What follows belongs to an exercise in optimizing a design on an open flow for small area; a production flow would make more cautious choices.
In this exercise RTL edits were held to simulation tests only and were not proved equivalent to the original.

Setup of run 1:
==> flow/design.v (excerpt) <==
module dct_1d(
    input clk,
    input rst_n,
    input enable,
    input signed [9:0] x0, input signed [9:0] x1, input signed [9:0] x2, input signed [9:0] x3,
    input signed [9:0] x4, input signed [9:0] x5, input signed [9:0] x6, input signed [9:0] x7,
    output reg signed [10:0] y0, output reg signed [10:0] y1, output reg signed [10:0] y2, output reg signed [10:0] y3,
    output reg signed [10:0] y4, output reg signed [10:0] y5, output reg signed [10:0] y6, output reg signed [10:0] y7,
    output valid
);
Size in the first run: ~180 flip-flops, about 32000 µm² of cells after synthesis.
Settings: LEC_CHECK=0, ABC_AREA=1, CAP_MARGIN=0, CORE_MARGIN=2, CORE_UTILIZATION=40, SLEW_MARGIN=0, SYNTH_HIERARCHICAL=1; clock period 6.0 ns.
run.sh (not shown) runs the stock make flow with config.mk's settings and CLKGATE_MAP_FILE= SYNTH_SCRIPT=/design/flow/synth_recipe.tcl, a recipe that flattens the netlist after the stock synthesis.
## Diff of input files: run 2 against run 1
- a change of CAP_MARGIN from 0 to 20
- an added GPL_TIMING_DRIVEN of 0
- a change of SLEW_MARGIN from 0 to 20
### Flow results
- Run 2 | status: complete | timing, DRC, antenna: pass
- Run 2 vs. run 1: routed wire length lower, cell count lower, critical path depth lower.
- | number of inserted diodes | run 2 vs run 1 | 2 higher |
- Final weighted congestion of routability-driven global placement of run 2 falls short of that of run 1 by a few percent.
- met1 track demand over resource in global routing up 0.22 points in run 2 wrt run 1
- Run comparison: run 1 capture point of the critical path y1[5]; run 2 capture point of the critical path y1[4]
- Run 2 ends up with a placed cell area that is about 3.2% lower than in run 1.
- Run 2 vs run 1, part of the cycle the worst path needs went up by 1.9 points.
- Changes observed in run 2 relative to run 1: global-route usage over all layers went down; total placed cells including tap cells went down.
Input-level comparison between run 3 and run 2:
- PLACE_DENSITY: unset -> 0.8
- GPL_TIMING_DRIVEN: 0 -> unset
- CORE_UTILIZATION: 40 -> 60
Notes after the runs:
Run 2 and run 3 ended up with roughly the same hold-fix buffer count after cts. Comparing run 2 and run 3, the higher floorplan row count is on run 2. NOTE upper clock frequency limit run 2->run 3 increased slightly. The capturing element of the worst setup path comes out y7[3] in one run and y1[4] in the other, namely in run 3 and run 2 respectively. Higher sequential share of layout area goes to run 2 over run 3.
The inputs of run 4 differ from those of run 3 as listed below.
- SLEW_MARGIN changed from 20 to 0
- CAP_MARGIN changed from 20 to 0
- CORE_UTILIZATION changed from 60 to 40
--- outcome ---
Reported for run 3 and run 4, clock buffer count in the final layout turned out identical to the last digit. First-pass GRT wire length: run 4 vs run 3 down about 4%. From run 3 to run 4 the numbers moved as follows: via count of the first global-routing pass down about 2.5%, post-CTS setup buffer count up 1, initial antenna violation count up 2, post-synthesis to final-layout area growth up 0.51 points, via count down 202. Side by side, post-layout instance area turned out higher in run 4 than in run 3.
--- input diff run 4..run 5 ---
- swapping 0 for 20 in CAP_MARGIN
- swapping 0 for 20 in SLEW_MARGIN
[summary]
Reported for run 5 and run 4, async set-reset flop share out of synthesis turned out identical to the last digit.
Comparing run 5 against run 4, there is no change at all in non-filler instance count after layout.
Re share of the cycle needed by the critical path after routing: no difference whatsoever between run 4 and run 5.
Count of routing violations after the opening detailed-route iteration came out exactly the same in run 5 and run 4.
Re share of synthesized cell area in and, or, nand and nor gates: no difference whatsoever between run 4 and run 5.
Reported for run 5 and run 4, post-placement cell count turned out identical to the last digit.
Between run 4 and run 5, the critical path depth does not differ in any meaningful way.
Inputs modified between run 5 and run 6:
- changing ABC_AREA from 1 to 0
Notes after the runs:
Although it ran to completion, run 6 produced a layout that fails the final checks because of negative setup slack.
Changes observed in run 6 relative to run 5: met3 track demand over resource in global routing increased 0.58 points; critical path depth increased 10; synthesized instance count decreased 434; detailed-placement wirelength estimate essentially unchanged.
[run 6] worst setup timing slack at the placement stage fell 0.081 ns relative to run 5
Going from run 5 to run 6, the die area was shrunk.
In run 6, the sequential share of layout area came out 0.24 points below the value in run 5.
Between run 6 and run 5, it is run 6 whose worst max-slew margin expressed relative to the limit is lower, by 19 points.
Run comparison: run 6 startpoint of the worst setup timing path d3_r[1]; run 5 startpoint of the worst setup timing path d2_r[4]

[static timing again, ports no longer ideal]
How much do the figures lean on ideal ports? The routed layouts below were timed once more, with nothing changed but the port constraints. Step 1 assumes that a clkbuf_16 drives the clock port and a buf_2 every other input. Step 2 times the ports against the registers' clock, not the clock port: input delays grow and output delays shrink by t, the midpoint of the rising clock arrivals with the driver on. Slacks: no drivers / after step 1 / after step 2; pairs: no drivers / after step 1.
| run | t (ns) | slack for setup (ns) | latest minus earliest clock arrival (ns) |
|---|---|---|---|
| run 1 | 0.565 | 0.180 / 0.180 / -0.239 | 0.029 / 0.029 |
| run 2 | 0.571 | 0.065 / 0.065 / -0.350 | 0.020 / 0.020 |
| run 3 | 0.563 | 0.159 / 0.159 / -0.215 | 0.021 / 0.020 |
| run 4 | 0.575 | 0.170 / 0.170 / -0.271 | 0.015 / 0.016 |
| run 5 | 0.575 | 0.170 / 0.170 / -0.271 | 0.015 / 0.016 |
| run 6 | 0.574 | -0.281 / -0.281 / -0.281 | 0.038 / 0.038 |
Met with ideal ports but missed after step 2: setup timing in 5 of these runs.
